What follows belongs to an exercise in optimizing a design on an open flow for small area; a production flow would make more cautious choices. Function was checked by simulation only, so behaviour that the tests miss may differ from the original.

==> inputs of job 4206 <==
## conv1
module conv1 (
  input clock,
  input reset,
  input vld_in,
  input [5:0][15:0] in,
  output vld_out,
  output [63:0][15:0] out
);
==> flow/config.mk <==
export PLATFORM = sky130hd
export DESIGN_NAME = conv1
export DESIGN_NICKNAME = conv1
export VERILOG_FILES = /design/flow/design.v
export SDC_FILE = /design/flow/constraint.sdc
export NUM_CORES = 8
export LEC_CHECK = 0
export CAP_MARGIN = 20
export CORE_MARGIN = 2
export CORE_UTILIZATION = 55
export CTS_CLUSTER_DIAMETER = 80
export CTS_CLUSTER_SIZE = 25
export GPL_TIMING_DRIVEN = 0
export SETUP_SLACK_MARGIN = 0.15
export SLEW_MARGIN = 20
==> flow/constraint.sdc <==
create_clock -name core_clock -period 6.0 [get_ports {clock}]
set_input_delay 1.2000 -clock core_clock [delete_from_list [all_inputs] [get_ports {clock}]]
set_output_delay 1.2000 -clock core_clock [all_outputs]
set_load 0.01 [all_outputs]
standard.sh (not shown) runs the stock make flow with config.mk's settings and CLKGATE_MAP_FILE= SYNTH_SCRIPT=/design/flow/synth_recipe.tcl, a recipe that flattens the netlist after the stock synthesis.
==> flow/flow/run.sh <==
#!/bin/bash
# Layout flow: standard synthesis (for the register list), then the hand-mapped
# adder netlist generated by flow/gen.py from flow/plan.json replaces the
# synthesized netlist; the rest is the standard ORFS flow, with port buffers
# of the smallest buffer cell.
set -eo pipefail
R=orfs/results/sky130hd/conv1/base
bash standard.sh synth > std_synth.log 2>&1
cp $R/1_2_yosys.v std_1_2_yosys.v
python3 flow/gen.py flow/plan.json std_1_2_yosys.v hand_netlist.v > gen.log 2>&1
cp hand_netlist.v $R/1_2_yosys.v
rm -f $R/1_synth.odb
bash standard.sh BUFFER_PORTS_ARGS="-buffer_cell sky130_fd_sc_hd__buf_1" PLACE_PINS_ARGS="-min_distance 1 -min_distance_in_tracks" POST_GLOBAL_PLACE_TCL=$PWD/flow/post_gpl.tcl CTS_BUF_DISTANCE=600 finish > std_finish.log 2>&1
Other scripts of this flow, unchanged in this note and not shown: flow/flow/gen.py, flow/flow/nlgen3.py, flow/flow/plan.json, flow/flow/post_gpl.tcl
==> job 9885 (differences from job 4206) <==
--- a/flow/flow/run.sh
+++ b/flow/flow/run.sh
@@ -11,3 +11,3 @@
 cp hand_netlist.v $R/1_2_yosys.v
 rm -f $R/1_synth.odb
-bash standard.sh BUFFER_PORTS_ARGS="-buffer_cell sky130_fd_sc_hd__buf_1" PLACE_PINS_ARGS="-min_distance 1 -min_distance_in_tracks" POST_GLOBAL_PLACE_TCL=$PWD/flow/post_gpl.tcl CTS_BUF_DISTANCE=600 finish > std_finish.log 2>&1
+bash standard.sh BUFFER_PORTS_ARGS="-buffer_cell sky130_fd_sc_hd__buf_1" PLACE_PINS_ARGS="-min_distance 1 -min_distance_in_tracks" POST_GLOBAL_PLACE_TCL=$PWD/flow/post_gpl.tcl finish > std_finish.log 2>&1
Settings changed: SETUP_SLACK_MARGIN 0.15 to 0.25.
==> job 3197 (differences from job 4206) <==
--- a/flow/flow/run.sh
+++ b/flow/flow/run.sh
@@ -11,3 +11,3 @@
 cp hand_netlist.v $R/1_2_yosys.v
 rm -f $R/1_synth.odb
-bash standard.sh BUFFER_PORTS_ARGS="-buffer_cell sky130_fd_sc_hd__buf_1" PLACE_PINS_ARGS="-min_distance 1 -min_distance_in_tracks" POST_GLOBAL_PLACE_TCL=$PWD/flow/post_gpl.tcl CTS_BUF_DISTANCE=600 finish > std_finish.log 2>&1
+bash standard.sh BUFFER_PORTS_ARGS="-buffer_cell sky130_fd_sc_hd__buf_1" PLACE_PINS_ARGS="-min_distance 1 -min_distance_in_tracks" POST_GLOBAL_PLACE_TCL=$PWD/flow/post_gpl.tcl finish > std_finish.log 2>&1
Settings changed: CORE_UTILIZATION 55 to 50, CTS_CLUSTER_DIAMETER 80 to default, CTS_CLUSTER_SIZE 25 to default, GPL_TIMING_DRIVEN 0 to 1, SETUP_SLACK_MARGIN 0.15 to 0.05.
==> job 846 (differences from job 4206) <==
--- a/flow/flow/run.sh
+++ b/flow/flow/run.sh
@@ -11,3 +11,3 @@
 cp hand_netlist.v $R/1_2_yosys.v
 rm -f $R/1_synth.odb
-bash standard.sh BUFFER_PORTS_ARGS="-buffer_cell sky130_fd_sc_hd__buf_1" PLACE_PINS_ARGS="-min_distance 1 -min_distance_in_tracks" POST_GLOBAL_PLACE_TCL=$PWD/flow/post_gpl.tcl CTS_BUF_DISTANCE=600 finish > std_finish.log 2>&1
+bash standard.sh BUFFER_PORTS_ARGS="-buffer_cell sky130_fd_sc_hd__buf_1" PLACE_PINS_ARGS="-min_distance 1 -min_distance_in_tracks" POST_GLOBAL_PLACE_TCL=$PWD/flow/post_gpl.tcl CTS_ARGS="-sink_clustering_enable -repair_clock_nets -sink_clustering_size 25 -sink_clustering_max_diameter 80 -dont_use_dummy_load" finish > std_finish.log 2>&1
==> comparison table <==
Maximum fanout along the worst path: job 3197 8; job 4206 8; job 9885 8; job 846 7
Length of routed met2 wiring: job 3197 82,400 µm; job 4206 74,100 µm; job 9885 74,800 µm; job 846 74,000 µm
Outcome: job 3197 timing/DRC/antenna clean; job 4206 timing/DRC/antenna clean; job 9885 timing/DRC/antenna clean; job 846 timing/DRC/antenna clean
First drt pass iteration count: job 3197 7; job 4206 6; job 9885 5; job 846 6
Global-route track usage on met1: job 3197 52.2%; job 4206 51.7%; job 9885 51.8%; job 846 51.8%
Wire length of the first global-routing pass: job 3197 251,000 µm; job 4206 229,000 µm; job 9885 231,000 µm; job 846 228,000 µm
CP startpoint kind: job 3197 flop; job 4206 input pin; job 9885 input pin; job 846 input pin
Die span in x: job 3197 285 µm; job 4206 272 µm; job 9885 272 µm; job 846 272 µm
Initial core utilization: job 3197 50.2%; job 4206 55.4%; job 9885 55.4%; job 846 55.4%
# resized after CTS: job 3197 145; job 4206 345; job 9885 421; job 846 334
Critical Path End: job 3197 out[207]; job 4206 r7[15]$_DFF_P_; job 9885 r7[14]$_DFF_P_; job 846 r22[15]$_DFF_P_
DIE AREA: job 3197 0.0812 mm²; job 4206 0.0739 mm²; job 9885 0.0739 mm²; job 846 0.0739 mm²
Taps Inserted: job 3197 1,050; job 4206 950; job 9885 950; job 846 950
Crit Path Category: job 3197 flop to primary output; job 4206 input pin to flop; job 9885 input pin to flop; job 846 input pin to flop
Worst Tran Pin Value: job 3197 0.952 ns; job 4206 1.19 ns; job 9885 1.16 ns; job 846 1.14 ns
Final Hold Slack: job 3197 0.735 ns; job 4206 0.749 ns; job 9885 0.744 ns; job 846 0.749 ns
Met2 global-route usage: job 3197 69.1%; job 4206 67.9%; job 9885 68.0%; job 846 67.6%
Fraction of area in registers: job 3197 15.7%; job 4206 16.8%; job 9885 16.5%; job 846 16.9%
Reg clk slew, reported paths: job 3197 0.06 ns; job 4206 0.09 ns; job 9885 0.09 ns; job 846 0.09 ns
Detailed Route WL: job 3197 181,000 µm; job 4206 166,000 µm; job 9885 168,000 µm; job 846 165,000 µm
Final setup slack of the worst path: job 3197 0.114 ns; job 4206 0.149 ns; job 9885 0.283 ns; job 846 0.162 ns
DRC violation total after the first TritonRoute iteration: job 3197 2,865; job 4206 3,058; job 9885 2,899; job 846 2,874

==> what the ideal ports hide <==
The flow's constraints put no driver on any port. The routed layouts listed below were extracted and timed again, unchanged, in two steps.
Step 1 sets driving cells, clkbuf_16 on the clock port and buf_2 on the other inputs (assumed; they add their load-dependent delay and slew).
Step 2 times the ports against the registers' clock, not the clock port: input delays grow and output delays shrink by t, the midpoint of the rising clock arrivals with the driver on.
Slacks: ideal ports / drivers / drivers and shift; pairs: ideal ports / drivers.
run | shift t [ns] | setup slack, ns | hold WS [ns] | worst setup path after step 2 | worst slew at a driven data input, ns
job 4206 | 0.644 | 0.149 / 0.164 / -0.473 | 0.749 / 0.702 / 1.346 | input to register | 0.11
job 9885 | 0.647 | 0.283 / 0.265 / -0.342 | 0.744 / 0.700 / 1.347 | input to register | 0.13
job 3197 | 0.685 | 0.114 / 0.038 / -0.355 | 0.735 / 0.687 / 1.372 | input to register | 0.12
job 846 | 0.626 | 0.162 / 0.202 / -0.416 | 0.749 / 0.704 / 1.330 | input to register | 0.12
With both steps, setup timing fails in every run listed, where it was met with ideal ports. For job 9885, which loses most, drivers alone change the setup slack by -0.018 ns; drivers and shift together by -0.625 ns.
